From an optimization exercise on the open Yosys and OpenROAD flow, aimed at small area; shortcuts taken in it are not production practice. Where RTL was checked, it was by simulation tests only, not by an equivalence proof against the original. Power and IR drop assume default switching activity.

red:
Design mastermind_top, start of the top module:
module mastermind_top (
    input        clk,
    input        rst,         
    input        enterA,      
    input        enterB,      
    input  [2:0] letterIn,
    output [7:0] led,
    output [7:0] disp3,
    output [7:0] disp2,
    output [7:0] disp1,
    output [7:0] disp0
);
  reg [4:0] shA, shB;    
  reg       pa, pb;      
  always @(posedge clk) begin
    if (!rst) begin
      shA <= 5'b01010;
      shB <= 5'b01010;
      pa  <= 1'b0;
      pb  <= 1'b0;
    end else begin
      shA <= {~shA[3], ~shA[2], ~shA[1], ~shA[0], ~enterA};
      shB <= {~shB[3], ~shB[2], ~shB[1], ~shB[0], ~enterB};
      pa  <= ~shA[3] & ~shA[4];
      pb  <= ~shB[3] & ~shB[4];
    end
  end
  reg [7:0] LEDX;
  assign led = LEDX;
  localparam [3:0] WAIT   = 4'd0,
                   SCORE  = 4'd1,
                   MAKER  = 4'd2,
                   CODE   = 4'd3,    
                   CODE4  = 4'd4,    
                   BREAK  = 4'd5,
                   TRIES  = 4'd6,
                   GUESS  = 4'd7,    
                   GUESS4 = 4'd8,
                   CHECK  = 4'd9,
                   REVEAL = 4'd10,
                   ADD    = 4'd11,
                   FINISH = 4'd12;
  localparam [4:0] LO_CLR  = 5'b01111;
  localparam [4:0] LO_LAST = 5'b10100;   
  localparam [2:0] C_A = 3'b000, C_C = 3'b110, C_E = 3'b010, C_F = 3'b011,
                   C_H = 3'b001, C_L = 3'b111, C_U = 3'b101;
  localparam [6:0] S_OFF  = 7'b1111111, S_LINE = 7'b0111111,
                   S_ZERO = 7'b1000000, S_ONE  = 7'b1111001,
                   S_TWO  = 7'b0100100, S_THREE= 7'b0110000,
                   S_B    = 7'b0000011, S_P    = 7'b0001100;
  reg  [3:0] st;
  reg  [4:0] lo;          
  reg  [1:0] hi;          
  reg        maker;       
  reg  [1:0] ptA, ptB;    
  reg  [1:0] used_tries;  
  reg  [2:0] h3, h2, h1, h0;
  reg  [2:0] g3, g2, g1, g0;
  wire lo_last = (lo[4] & ~lo[3] & ~lo[1] & ~lo[0]);
  wire te      = hi[1] & ~hi[0] & lo_last;
  wire mk_btn  = maker ? pa : pb;
  wire br_btn  = maker ? pb : pa;
  wire entry   = (st == CODE) | (st == GUESS);
  wire shown4  = (st == CODE4) | (st == GUESS4);
  wire btn     = (st == CODE || st == CODE4) ? mk_btn : br_btn;
  wire press   = btn & (|letterIn);
  ...
Size in the first run: roughly 54 flip-flops, ~47 I/O pins, about 3300 sq um of cells after synthesis.
==> flow/config.mk <==
export PLATFORM = sky130hd
export DESIGN_NAME = mastermind_top
export DESIGN_NICKNAME = mastermind_top
export VERILOG_FILES = /design/flow/design.v
export SDC_FILE = /design/flow/constraint.sdc
export NUM_CORES = 4
export LEC_CHECK = 0
export ABC_AREA = 1
export CAP_MARGIN = 0
export CORE_MARGIN = 2
export CORE_UTILIZATION = 65
export CTS_BUF_LIST = sky130_fd_sc_hd__clkbuf_8
export SLEW_MARGIN = 0
==> flow/constraint.sdc <==
create_clock -name core_clock -period 10.0 [get_ports {clk}]
set_input_delay 2.0000 -clock core_clock [delete_from_list [all_inputs] [get_ports {clk}]]
set_output_delay 2.0000 -clock core_clock [all_outputs]
set_load 0.01 [all_outputs]
standard.sh (not shown) runs the stock make flow with config.mk's settings and CLKGATE_MAP_FILE= SYNTH_SCRIPT=/design/flow/synth_recipe.tcl, a recipe that flattens the netlist after the stock synthesis.
==> flow/flow/run.sh <==
#!/bin/bash
# Own layout flow: the standard flow (standard.sh) with two changes:
#  - synthesis maps logic with flow/abc.script (area-oriented ABC script),
#  - the port buffers are the smallest buffer, sky130_fd_sc_hd__buf_1,
#  - clock tree synthesis without dummy loads (CTS_ARGS).
# All output of the flow goes to flow.log in the work folder; ORFS keeps each
# step's log under orfs/logs.
set -euo pipefail
WORK=$(pwd)
export OWN_ABC_SCRIPT="$WORK/flow/abc.script"
export CTS_ARGS="-sink_clustering_enable -repair_clock_nets -buf_list sky130_fd_sc_hd__clkbuf_8 -dont_use_dummy_load"
export BUFFER_PORTS_ARGS="-buffer_cell sky130_fd_sc_hd__buf_1"
bash standard.sh SYNTH_SCRIPT="$WORK/flow/synth.tcl" \
  "BUFFER_PORTS_ARGS=$BUFFER_PORTS_ARGS" "CTS_ARGS=$CTS_ARGS" finish > "$WORK/flow.log" 2>&1
==> flow/flow/abc.script <==
&get -n
&st
&deepsyn -J 200 -T 300
&dch -f
&nf -R 1000 -p -F 8 -A 4 -C 32
&put
==> flow/flow/synth.tcl <==
# The standard synthesis (synth_recipe.tcl), with ABC's technology mapping
# run on an area-oriented script (abc.script beside this file) in place of
# ORFS's own abc script. Flip-flop mapping (dfflibmap) is untouched.
proc synth {args} { yosys synth -nofsm -noshare {*}$args }
proc abc {args} {
  set i [lsearch -exact $args -script]
  if { $i >= 0 } {
    set args [lreplace $args $i [expr {$i + 1}] -script $::env(OWN_ABC_SCRIPT)]
  }
  yosys abc {*}$args
}
source $::env(SCRIPTS_DIR)/synth.tcl
# left out here: clear keep_hierarchy, flatten, clean up, hide names made inside functions, write 1_2_yosys.v
Modified inputs, blue compared to red
Settings: SLEW_MARGIN now 20, was 0; CAP_MARGIN now 20, was 0.
diff --git a/flow/flow/run.sh b/flow/flow/run.sh
--- a/flow/flow/run.sh
+++ b/flow/flow/run.sh
@@ -4,2 +4 @@
-#  - the port buffers are the smallest buffer, sky130_fd_sc_hd__buf_1,
-#  - clock tree synthesis without dummy loads (CTS_ARGS).
+#  - the port buffers are the smallest buffer, sky130_fd_sc_hd__buf_1.
@@ -11 +9,0 @@
-export CTS_ARGS="-sink_clustering_enable -repair_clock_nets -buf_list sky130_fd_sc_hd__clkbuf_8 -dont_use_dummy_load"
@@ -14 +12 @@
-  "BUFFER_PORTS_ARGS=$BUFFER_PORTS_ARGS" "CTS_ARGS=$CTS_ARGS" finish > "$WORK/flow.log" 2>&1
+  "BUFFER_PORTS_ARGS=$BUFFER_PORTS_ARGS" finish > "$WORK/flow.log" 2>&1
==> flow/flow/abc.script <==
&get -n
&st
&deepsyn -T 20
&dch -f
&nf -R 1000 -p -F 8 -A 4 -C 32
&put
==> summary.txt <==
- From red to blue the numbers moved as follows: number of buffers added on ports essentially unchanged; number of inserted filler cells in the final layout -9; wire length shows an increase of 91 um.
- Total power of blue is higher than that of red.
- Re number of signal-net buffers in the layout: no difference whatsoever between blue and red.
- Worst setup slack on blue is ahead of red.
- NOTE: count of buffer and inverter cells on the critical path in blue falls short of that of red

---

before:
The RTL this note starts from:
==> flow/design.v <==
module mastermind_top (
    input        clk,
    input        rst,         
    input        enterA,      
    input        enterB,      
    input  [2:0] letterIn,
    output [7:0] led,
    output [7:0] disp3,
    output [7:0] disp2,
    output [7:0] disp1,
    output [7:0] disp0
);
  reg [4:0] shA, shB;    
  reg       pa, pb;      
  always @(posedge clk) begin
    if (!rst) begin
      shA <= 5'd0;
      shB <= 5'd0;
      pa  <= 1'b0;
      pb  <= 1'b0;
    end else begin
      shA <= {shA[3:0], ~enterA};
      shB <= {shB[3:0], ~enterB};
      pa  <= shA[3] & ~shA[4];
      pb  <= shB[3] & ~shB[4];
    end
  end
  reg [7:0] LEDX;
  assign led = LEDX;
  localparam [3:0] WAIT   = 4'd0,
                   SCORE  = 4'd1,
                   MAKER  = 4'd2,
                   CODE   = 4'd3,    
                   CODE4  = 4'd4,    
                   BREAK  = 4'd5,
                   TRIES  = 4'd6,
                   GUESS  = 4'd7,    
                   GUESS4 = 4'd8,
                   CHECK  = 4'd9,
                   REVEAL = 4'd10,
                   ADD    = 4'd11,
                   FINISH = 4'd12;
  localparam [4:0] LO_CLR  = 5'b01111;
  localparam [4:0] LO_LAST = 5'b10100;   
  localparam [2:0] C_A = 3'b000, C_C = 3'b110, C_E = 3'b010, C_F = 3'b011,
                   C_H = 3'b001, C_L = 3'b111, C_U = 3'b101;
  localparam [6:0] S_OFF  = 7'b1111111, S_LINE = 7'b0111111,
                   S_ZERO = 7'b1000000, S_ONE  = 7'b1111001,
                   S_TWO  = 7'b0100100, S_THREE= 7'b0110000,
                   S_B    = 7'b0000011, S_P    = 7'b0001100;
  reg  [3:0] st;
  reg  [4:0] lo;          
  reg  [1:0] hi;          
  reg        maker;       
  reg  [1:0] ptA, ptB;
  reg  [1:0] used_tries;  
  reg  [2:0] h3, h2, h1, h0;
  reg  [2:0] g3, g2, g1, g0;
  wire lo_last = (lo[4] & ~lo[3] & ~lo[1] & ~lo[0]);
  wire te      = (hi == 2'd3) & lo_last;
  wire mk_btn  = maker ? pa : pb;
  wire br_btn  = maker ? pb : pa;
  wire entry   = (st == CODE) | (st == GUESS);
  wire shown4  = (st == CODE4) | (st == GUESS4);
  wire btn     = (st == CODE || st == CODE4) ? mk_btn : br_btn;
  wire press   = btn & (|letterIn);
  reg [2:0] lcode;
  always @(*) begin
    case (letterIn)
      3'd1: lcode = C_A;
      3'd2: lcode = C_C;
      3'd3: lcode = C_E;
      3'd4: lcode = C_F;
      3'd5: lcode = C_H;
      3'd6: lcode = C_L;
      default: lcode = C_U;
    endcase
  end
  reg [3:0] ex, mi;
  reg [3:0] used;
  always @(*) begin
    ex[3] = (g3 == h3);
    ex[2] = (g2 == h2);
    ex[1] = (g1 == h1);
    ex[0] = (g0 == h0);
    used = ex;
    mi = 4'b0;
    if (!ex[3]) begin
      if      (g3 == h2 && !used[2]) begin mi[3] = 1'b1; used[2] = 1'b1; end
      else if (g3 == h1 && !used[1]) begin mi[3] = 1'b1; used[1] = 1'b1; end
      else if (g3 == h0 && !used[0]) begin mi[3] = 1'b1; used[0] = 1'b1; end
    end
    if (!ex[2]) begin
      if      (g2 == h3 && !used[3]) begin mi[2] = 1'b1; used[3] = 1'b1; end
      else if (g2 == h1 && !used[1]) begin mi[2] = 1'b1; used[1] = 1'b1; end
      else if (g2 == h0 && !used[0]) begin mi[2] = 1'b1; used[0] = 1'b1; end
    end
    if (!ex[1]) begin
      if      (g1 == h3 && !used[3]) begin mi[1] = 1'b1; used[3] = 1'b1; end
      else if (g1 == h2 && !used[2]) begin mi[1] = 1'b1; used[2] = 1'b1; end
      else if (g1 == h0 && !used[0]) begin mi[1] = 1'b1; used[0] = 1'b1; end
    end
    if (!ex[0]) begin
      if      (g0 == h3 && !used[3]) begin mi[0] = 1'b1; used[3] = 1'b1; end
      else if (g0 == h2 && !used[2]) begin mi[0] = 1'b1; used[2] = 1'b1; end
      else if (g0 == h1 && !used[1]) begin mi[0] = 1'b1; used[1] = 1'b1; end
    end
  end
  wire match_all = &ex;
  wire won       = (ptA == 2'd2) | (ptB == 2'd2);
  reg [3:0] nst;
  always @(*) begin
    nst = st;
    case (st)
      WAIT:   if (pa | pb) nst = SCORE;
      SCORE:  if (te) nst = MAKER;
      MAKER:  if (te) nst = CODE;
      CODE:   if (lo[3]) nst = BREAK;
              else if (press && lo[2]) nst = CODE4;
      CODE4:  if (te) nst = BREAK;
              else if (press) nst = CODE;
      BREAK:  if (te) nst = TRIES;
      TRIES:  if (te) nst = GUESS;
      GUESS:  if (lo[3]) nst = CHECK;
              else if (press && lo[2]) nst = GUESS4;
      GUESS4: if (te) nst = CHECK;
              else if (press) nst = GUESS;
      CHECK:  if (br_btn) nst = match_all ? ADD : (used_tries == 2'd2) ? REVEAL : TRIES;
      REVEAL: if (te) nst = ADD;
      ADD:    if (te) nst = won ? FINISH : SCORE;
      FINISH: if (pa | pb) nst = WAIT;
      default: nst = WAIT;
    endcase
  end
  always @(posedge clk) begin
    if (!rst) st <= WAIT;
    else        st <= nst;
  end
  always @(posedge clk) begin
    if (nst != st) begin
      lo <= (shown4 && !te) ? LO_CLR : 5'd0;
      hi <= 2'd0;
    end else if (!entry || press) begin
      if (lo_last) begin
        lo <= 5'd0;
        hi <= hi + 2'd1;
      end else
        lo <= {lo[3:0], ~(lo[4] ^ lo[2])};
    end
  end
  always @(posedge clk) begin
    if (st == WAIT) maker <= pa;
    else if (st == ADD && te) maker <= ~maker;
  end
  always @(posedge clk) begin
    if (st == WAIT) begin
      ptA <= 2'd0;
      ptB <= 2'd0;
    end else if ((st == CHECK && br_btn && match_all && !maker) ||
                 (st == REVEAL && te && maker))
      ptA <= ptA + 2'd1;
    else if ((st == CHECK && br_btn && match_all && maker) ||
             (st == REVEAL && te && !maker))
      ptB <= ptB + 2'd1;
  end
  always @(posedge clk) begin
    if (st == WAIT || st == ADD) used_tries <= 2'd0;
    else if (st == CHECK && br_btn && !match_all && used_tries != 2'd2)
      used_tries <= used_tries + 2'd1;
  end
  always @(posedge clk) begin
    if (st == CODE && press) begin
      if (!lo[0]) h3 <= lcode;
      else if (!lo[1]) h2 <= lcode;
      else if (!lo[2]) h1 <= lcode;
      else h0 <= lcode;
    end
    if (st == GUESS && press) begin
      if (!lo[0]) g3 <= lcode;
      else if (!lo[1]) g2 <= lcode;
      else if (!lo[2]) g1 <= lcode;
      else g0 <= lcode;
    end
  end
  function [6:0] seg;
    input [2:0] q;
    seg = {q[2], 2'b00, ~q[2] & (~q[1] | q[0]), q[1], q[1], q[0] & (q[2] | ~q[1])};
  endfunction
  function [6:0] num;
    input [1:0] n;
    case (n)
      2'd1: num = S_ONE;
      2'd2: num = S_TWO;
      2'd3: num = S_THREE;
      default: num = S_ZERO;
    endcase
  endfunction
  reg       l3, l2, l1, l0;
  reg [2:0] q3, q2, q1, q0;
  reg [6:0] s3, s2, s1, s0;
  always @(*) begin
    l3 = 1'b0; l2 = 1'b0; l1 = 1'b0; l0 = 1'b0;
    q3 = g3; q2 = g2; q1 = g1; q0 = g0;
    s3 = S_OFF; s2 = S_OFF; s1 = S_LINE; s0 = S_OFF;
    LEDX = 8'h00;
    case (st)
      WAIT:   begin l2 = 1'b1; q2 = C_A; s0 = S_B; end
      SCORE, ADD:
              begin s2 = num(ptA); s0 = num(ptB); end
      FINISH: begin s2 = num(ptA); s0 = num(ptB);
                    if (hi == 2'd0) LEDX = 8'hff; end
      MAKER:  begin s2 = S_P; if (maker) begin l0 = 1'b1; q0 = C_A; end else s0 = S_B; end
      BREAK:  begin s2 = S_P; if (!maker) begin l0 = 1'b1; q0 = C_A; end else s0 = S_B; end
      TRIES:  begin l2 = 1'b1; q2 = C_L; s0 = num(2'd3 - used_tries); end
      CODE:   begin
                s1 = S_OFF;
                q3 = h3; q2 = h2; q1 = h1;
                if (lo[3]) ;
                else if (lo[2]) begin s3 = S_LINE; s2 = S_LINE; l1 = 1'b1; end
                else if (lo[1]) begin s3 = S_LINE; l2 = 1'b1; end
                else if (lo[0]) l3 = 1'b1;
              end
      CODE4:  begin s3 = S_LINE; s2 = S_LINE; l0 = 1'b1; q0 = h0; end
      GUESS:  begin
                s1 = S_OFF;
                l3 = lo[0]; l2 = lo[1]; l1 = lo[2]; l0 = lo[3];
              end
      GUESS4: begin l3 = 1'b1; l2 = 1'b1; l1 = 1'b1; l0 = 1'b1; end
      CHECK:  begin l3 = 1'b1; l2 = 1'b1; l1 = 1'b1; l0 = 1'b1;
                    LEDX = {ex[3], ex[3] | mi[3], ex[2], ex[2] | mi[2],
                            ex[1], ex[1] | mi[1], ex[0], ex[0] | mi[0]}; end
      REVEAL: begin l3 = 1'b1; l2 = 1'b1; l1 = 1'b1; l0 = 1'b1;
                    q3 = h3; q2 = h2; q1 = h1; q0 = h0; end
      default: ;
    endcase
  end
  assign disp3 = {1'b1, l3 ? seg(q3) : s3};
  assign disp2 = {1'b1, l2 ? seg(q2) : s2};
  assign disp1 = {1'b1, l1 ? seg(q1) : s1};
  assign disp0 = {1'b1, l0 ? seg(q0) : s0};
endmodule
export LEC_CHECK = 0
export ABC_AREA = 1
export CAP_MARGIN = 20
export CORE_MARGIN = 2
export CORE_UTILIZATION = 65
export CTS_BUF_LIST = sky130_fd_sc_hd__clkbuf_8
export SLEW_MARGIN = 20
create_clock -name core_clock -period 10.0 [get_ports {clk}]
==> flow/flow/run.sh <==
#!/bin/bash
# Own layout flow: the standard flow (standard.sh) with two changes:
#  - synthesis maps logic with flow/abc.script (area-oriented ABC script),
#  - the port buffers are the smallest buffer, sky130_fd_sc_hd__buf_1.
# All output of the flow goes to flow.log in the work folder; ORFS keeps each
# step's log under orfs/logs.
set -euo pipefail
WORK=$(pwd)
export OWN_ABC_SCRIPT="$WORK/flow/abc.script"
export BUFFER_PORTS_ARGS="-buffer_cell sky130_fd_sc_hd__buf_1"
bash standard.sh SYNTH_SCRIPT="$WORK/flow/synth.tcl" \
  "BUFFER_PORTS_ARGS=$BUFFER_PORTS_ARGS" finish > "$WORK/flow.log" 2>&1
==> flow/flow/abc.script <==
&get -n
&st
&syn2
&dch
&nf
&st
&syn2
&dch
&nf
&st
&syn3
&dch
&nf
&st
&deepsyn -T 20
&dch -f
&nf -R 1000
&put
Scripts as last shown in full above: flow/flow/synth.tcl
Setup changes, before to after
==> flow/run.sh (new file) <==
#!/bin/bash
# synth_recipe.tcl (not shown) runs the flow's synth.tcl, then flattens the netlist and writes it again
# the make line also repeats each setting of config.mk as NAME=value (left out here)
make -C /OpenROAD-flow-scripts/flow DESIGN_CONFIG=/design/flow/config.mk WORK_HOME=/design/flow/orfs CLKGATE_MAP_FILE= SYNTH_SCRIPT=/design/flow/synth_recipe.tcl finish
removed: flow/flow/run.sh
removed: flow/flow/abc.script
removed: flow/flow/synth.tcl
removed: flow/standard.sh
Notes after the runs:
Timing endpoint of the critical path = disp0[4]: before; timing endpoint of the critical path = disp2[3]: after
In the flow results for before and after, the longest individual stage delay on the worst path is smaller on after.
Compared with before, after ends up with more cell area.
after against before: die area went up; power after layout went down.
[after] via total after detailed routing rose 805 relative to before
In after, the final design utilization came out 3.0 points above the value in before.
after vs before — count of non-CTS inverters in the layout climbed by more than 100%
No functional check of the RTL was part of any run of this note.

## afterwards: timing with drivers on the ports
The results above use ideal ports. As a check the final layouts listed here were re-extracted and re-timed, cells and wires unchanged. Step 1, drivers: a clkbuf_16 drives clk and a buf_2 each remaining input, both assumed. Step 2, shift: input delay + t, output delay - t, t = (earliest + latest rising clock arrival at the registers) / 2. This alone moves slack from input paths to output paths. a / b / c = no drivers / after step 1 / after step 2; a / b = the first two.
run	t, ns	setup WS [ns]	worst setup path at the end	worst slew at a driven data input, ns	pins driven straight from the clock port
red	0.324	4.325 / 4.297 / 4.621	register to output	0.03	1
blue	0.329	4.433 / 4.406 / 4.734	register to output	0.03	1
before	0.325	4.937 / 4.907 / 5.232	register to output	0.03	1
after	0.335	4.963 / 4.932 / 5.266	register to output	0.03	1
After both steps setup and hold are still met in every run listed.
